This is an optimization exercise on Yosys and OpenROAD, whose aim is small area, not a production implementation.
In this exercise RTL edits were held to simulation tests only and were not proved equivalent to the original.
Power and IR drop assume default switching activity.

==> run C <==
## flagteller
module flagteller(
        input uart,
        input clk_12,
        input rst,
        output uart2
);
export LEC_CHECK = 0
export CAP_MARGIN = 20
export CORE_MARGIN = 2
export CORE_UTILIZATION = 60
export CTS_BUF_LIST = sky130_fd_sc_hd__clkbuf_8
export CTS_CLUSTER_DIAMETER = 60
export CTS_CLUSTER_SIZE = 20
export PLACE_DENSITY = 0.7
export SLEW_MARGIN = 20
create_clock -name core_clock -period 5.0 [get_ports {clk_12}]
standard.sh (not shown) runs the stock make flow with config.mk's settings and CLKGATE_MAP_FILE= SYNTH_SCRIPT=/design/flow/synth_recipe.tcl, a recipe that flattens the netlist after the stock synthesis.
==> flow/flow/run.sh <==
#!/bin/bash
# Standard layout, except that clock tree synthesis inserts no dummy loads.
set -euo pipefail
export CTS_ARGS="-sink_clustering_enable -repair_clock_nets -dont_use_dummy_load -sink_clustering_size 20 -sink_clustering_max_diameter 60 -buf_list sky130_fd_sc_hd__clkbuf_8"
export RECOVER_POWER=100
bash standard.sh > standard.log 2>&1
==> run G: changes against run C <==
--- a/flow/design.v
+++ b/flow/design.v
@@ -6,12 +6,13 @@
         output uart2
 );
 localparam [63:0] P1  = 64'h030410c084000aa3;
 localparam [63:0] P2  = 64'h0000000000000283;
 localparam [63:0] Y1P = 64'h07a5506c93a7b887;    
 localparam [63:0] Y2P = 64'he62ad50cd5f292a6;    
+localparam [127:0] PW = 128'h72336c6c33745f67346c665f41475046;   
 function [6:0] dec7(input [6:0] x);
         integer k;
         reg bw;
         begin
                 bw = 1'b1;
                 for (k = 0; k < 7; k = k + 1) begin
@@ -28,12 +29,22 @@
                 for (k = 0; k < 4; k = k + 1) begin
                         inc4[k] = x[k] ^ c;
                         c = c & x[k];
                 end
         end
 endfunction
+function gt6(input [5:0] a, input [5:0] b);
+        integer k;
+        reg g;
+        begin
+                g = 1'b0;
+                for (k = 0; k < 6; k = k + 1)
+                        g = (a[k] & ~b[k]) | (~(a[k] ^ b[k]) & g);
+                gt6 = g;
+        end
+endfunction
 reg [3:0] rp;
 reg [6:0] dc;             
 localparam [6:0] DC0 = 7'h01, DC52 = 7'h6b, DC103 = 7'h79;
 wire dc0 = (dc == DC0);
 wire dc52 = (dc == DC52);
 wire [2:0] bp = rp[2:0];
@@ -48,59 +59,57 @@
                 else if (rp == 4'd2) rp <= 4'd0;
                 else rp <= inc4(rp);
         end
 end
 wire dc_load = (rp == 4'd0) ? !uart : (dc0 && rp != 4'd2);
 always @(posedge clk_12) begin
-        if (dc_load) dc <= DC103;
+        if (rst) dc <= DC0;
+        else if (dc_load) dc <= DC103;
         else if (!dc0) dc <= {dc[5:0], dc[6] ^ dc[5]};
 end
 wire sample = rp[3] && dc52;
 wire strobe = (rp == 4'd2) && dc52;
-localparam S_IDLE = 2'd0, S_A = 2'd1, S_B = 2'd2, S_TX = 2'd3;
-reg [1:0] st;
+localparam S_IDLE = 3'd0, S_MEAS = 3'd1, S_A = 3'd2, S_B = 3'd3, S_TX = 3'd4;
+reg [2:0] st;
 reg [3:0] cc;             
 reg locked;
 reg [63:0] R;
 reg [6:0] na;
 reg match;
 localparam [6:0] BT0 = 7'h01, BT103 = 7'h5c, BT104 = 7'h39,
                  BT105 = 7'h73, BT107 = 7'h4c;
 reg [6:0] bt;
 reg [3:0] ts;             
 localparam [5:0] BI0 = 6'h00, BI15 = 6'h0d, BI63 = 6'h01;
 reg [5:0] bi;
+wire [5:0] j = {cc[2:0], bp};
 wire first = (cc == 4'd0) && (bp == 3'd0);
 wire hiph = cc[3];
 wire last_lo = (cc == 4'd7) && (bp == 3'd7);
 wire b = uart ^ (bp[0] && bp != 3'd7);    
 wire rz = (R == 64'd0);
 wire bt0 = (bt == BT0);
 wire [63:0] pol = hiph ? P2 : P1;
 wire [63:0] yp = hiph ? Y2P : Y1P;
 wire [63:0] hstep = {R[0], R[63:1] ^ (pol[63:1] & {63{R[0]}})} ^ (yp & {64{b}});
 wire clr = (rp == 4'd1) && (cc[2:0] == 3'd0) && (st != S_A);
-wire shift = (st == S_B) || clr;
+wire shift = (st == S_MEAS) || (st == S_B) || clr;
 always @(posedge clk_12) begin
         if (sample) R <= hstep;
         else if (shift) R <= {1'b0, R[63:1]};
 end
 always @(posedge clk_12) begin
         if (sample) begin
-                if (!hiph) na <= b ? 7'd63 : (first ? 7'd62 : dec7(na));
-                else if (b && (na[6] || na == 7'd0)) na <= 7'd127;
-                else na <= dec7(na);
+                if (first) na <= b ? 7'd0 : 7'd127;
+                else if (b && (!hiph || na[6] || gt6(j, na[5:0]))) na <= {1'b0, j};
         end else if (st == S_A) begin
                 na <= dec7(na);
         end
 end
 reg mflag;
-wire pwbit;              
-flagteller_pw pwt(.x0(cc[3]), .x1(cc[2]), .x2(cc[1]), .x3(cc[0]), .x4(bp[2]), .x5(bp[1]),
-        .x6(bp[0]), .z0(pwbit));
-wire pwok = (uart == pwbit);
+wire pwok = (uart == PW[{cc, bp}]);
 always @(posedge clk_12) begin
         if (sample) mflag <= pwok & (mflag | first);
 end
 always @(posedge clk_12) begin
         if (st == S_IDLE && locked) match <= mflag;
 end
@@ -116,14 +125,18 @@
                         cc <= inc4(cc);
                         if (cc == 4'd15) locked <= 1'b1;
                 end else if (st == S_TX && ts == 4'd0 && bt == BT103 && last_byte) begin
                         locked <= 1'b0;
                 end
                 case (st)
-                S_IDLE: if (locked) st <= S_A;
-                S_A:    if (na == 7'd61) st <= S_B;
+                S_IDLE: begin
+                        if (sample && last_lo) st <= S_MEAS;
+                        else if (locked) st <= S_A;
+                end
+                S_MEAS: if (rz) st <= S_IDLE;
+                S_A:    if (na == 7'd125) st <= S_B;
                 S_B:    if (rz && bt0) st <= S_TX;
                 S_TX:   if (bt0) begin
                                 case (ts)
                                 4'd0: ts <= 4'd1;
                                 4'd1: ts <= 4'd8;
                                 4'd15: if (last_byte) begin
@@ -131,21 +144,22 @@
                                                 ts <= 4'd0;
                                         end else ts <= 4'd2;
                                 4'd2: ts <= 4'd0;
                                 default: ts <= ts + 4'd1;
                                 endcase
                         end
+                default: st <= S_IDLE;
                 endcase
         end
 end
 wire [6:0] bt_fwd = {bt[5:0], bt[6] ^ bt[5]};
 wire [6:0] bt_back = {bt[0] ^ bt[6], bt[6:1]};
 always @(posedge clk_12) begin
         if (sample && last_lo) begin
                 bt <= BT0;
-        end else if (clr && hiph) begin
+        end else if (st == S_MEAS) begin
                 if (!rz) bt <= bt_fwd;
         end else if (st == S_B) begin
                 if (!bt0) bt <= bt_back;
                 else if (rz) begin
                         bt <= BT107;
                         bi <= match ? BI63 : BI15;
@@ -462,58 +476,6 @@
   assign new_n265 = ~new_n263 & new_n264;
   assign new_n266 = new_n227 & ~new_n265;
   assign new_n267 = ~new_n259 & ~new_n266;
   assign new_n268 = ~x0 & ~new_n267;
   assign z0 = ~new_n236 & ~new_n268;
 endmodule
-module flagteller_pw ( 
-    x0, x1, x2, x3, x4, x5, x6,
-    z0  );
-  input  x0, x1, x2, x3, x4, x5, x6;
-  output z0;
-  wire new_n9, new_n10, new_n11, new_n12, new_n13, new_n14, new_n15, new_n16,
-    new_n17, new_n18, new_n19, new_n20, new_n21, new_n22, new_n23, new_n24,
-    new_n25, new_n26, new_n27, new_n28, new_n29, new_n30, new_n31, new_n32,
-    new_n33, new_n34, new_n35, new_n36, new_n37, new_n38, new_n39, new_n40,
-    new_n41, new_n42, new_n43, new_n44, new_n45, new_n46, new_n47, new_n48;
-  assign new_n9 = ~x1 & ~x3;
-  assign new_n10 = ~x4 & ~new_n9;
-  assign new_n11 = x6 & ~new_n10;
-  assign new_n12 = x0 & x2;
-  assign new_n13 = x1 & x3;
-  assign new_n14 = ~new_n9 & ~new_n13;
-  assign new_n15 = x3 & x4;
-  assign new_n16 = x1 & ~new_n15;
-  assign new_n17 = ~new_n14 & ~new_n16;
-  assign new_n18 = new_n12 & ~new_n17;
-  assign new_n19 = ~new_n11 & ~new_n18;
-  assign new_n20 = ~x0 & ~x2;
-  assign new_n21 = new_n16 & ~new_n20;
-  assign new_n22 = new_n19 & new_n21;
-  assign new_n23 = ~x1 & ~x4;
-  assign new_n24 = ~x6 & ~new_n23;
-  assign new_n25 = x3 & x6;
-  assign new_n26 = ~x4 & x6;
-  assign new_n27 = new_n20 & ~new_n25;
-  assign new_n28 = ~new_n26 & new_n27;
-  assign new_n29 = ~new_n24 & new_n28;
-  assign new_n30 = ~new_n12 & ~new_n24;
-  assign new_n31 = x2 & x4;
-  assign new_n32 = ~new_n25 & ~new_n31;
-  assign new_n33 = ~new_n14 & new_n32;
-  assign new_n34 = ~new_n30 & new_n33;
-  assign new_n35 = ~x2 & x4;
-  assign new_n36 = x0 & ~new_n35;
-  assign new_n37 = ~x1 & ~new_n32;
-  assign new_n38 = ~new_n36 & new_n37;
-  assign new_n39 = ~x5 & ~new_n29;
-  assign new_n40 = ~new_n34 & ~new_n38;
-  assign new_n41 = new_n39 & new_n40;
-  assign new_n42 = ~new_n22 & new_n41;
-  assign new_n43 = x1 & new_n31;
-  assign new_n44 = new_n24 & ~new_n43;
-  assign new_n45 = ~x0 & x3;
-  assign new_n46 = ~new_n44 & new_n45;
-  assign new_n47 = x5 & ~new_n46;
-  assign new_n48 = new_n19 & new_n47;
-  assign z0 = new_n42 | new_n48;
-endmodule
==> flow/flow/run.sh (replaced) <==
#!/bin/bash
# Standard layout, except that clock tree synthesis inserts no dummy loads.
set -euo pipefail
export CTS_ARGS="-sink_clustering_enable -repair_clock_nets -dont_use_dummy_load -sink_clustering_size 20 -sink_clustering_max_diameter 60 -buf_list sky130_fd_sc_hd__clkbuf_8"
bash standard.sh > standard.log 2>&1
==> run M: changes against run C <==
==> flow/flow/run.sh (replaced) <==
#!/bin/bash
# Standard layout, except that clock tree synthesis inserts no dummy loads.
set -euo pipefail
export CTS_ARGS="-sink_clustering_enable -repair_clock_nets -dont_use_dummy_load -sink_clustering_size 20 -sink_clustering_max_diameter 60 -buf_list sky130_fd_sc_hd__clkbuf_8"
bash standard.sh > standard.log 2>&1
==> notes <==
Run M completed with no timing, DRC or antenna violations. Run G produced a clean layout. Run C went through all stages and came out clean.
The lowest utilization belongs to run C, the highest to run G.
Between run G and run M, the lower clock power is in run M (gap about 2%, measured against run M).
Worst hold slack: run G < run C < run M.
Die area: run G is higher than run M (3.7%).
Of run G and run M, run G has the higher first-iteration DRC count (gap about 10%, measured against run M).
Of run M and run G, run G has the higher global-route usage (gap 0.67 points).
Of run G and run C, run G has the higher combinational power (gap 25%, measured against run C).

==> separate check: timing with driven ports <==
The results above use ideal ports. As a check the final layouts listed here were re-extracted and re-timed, cells and wires unchanged.
Step 1 assumes that a clkbuf_16 drives the clock port and a buf_2 every other input.
Step 2 times the ports against the registers' clock, not the clock port: input delays grow and output delays shrink by t, the midpoint of the rising clock arrivals with the driver on.
Slacks: ideal ports / drivers / drivers and shift; pairs: ideal ports / drivers.
| run | t, ns | setup WS [ns] | hold slack, ns |
|---|---|---|---|
| run C | 0.402 | 1.433 / 1.433 / 1.251 | 0.455 / 0.455 / 0.455 |
| run G | 0.393 | 1.844 / 1.844 / 1.801 | 0.449 / 0.449 / 0.449 |
| run M | 0.404 | 1.618 / 1.618 / 1.566 | 0.455 / 0.455 / 0.455 |
After both steps every run listed still meets setup and hold. The setup slack of run C, which loses most, moves by 0.000 ns with the drivers and by -0.182 ns with both steps.
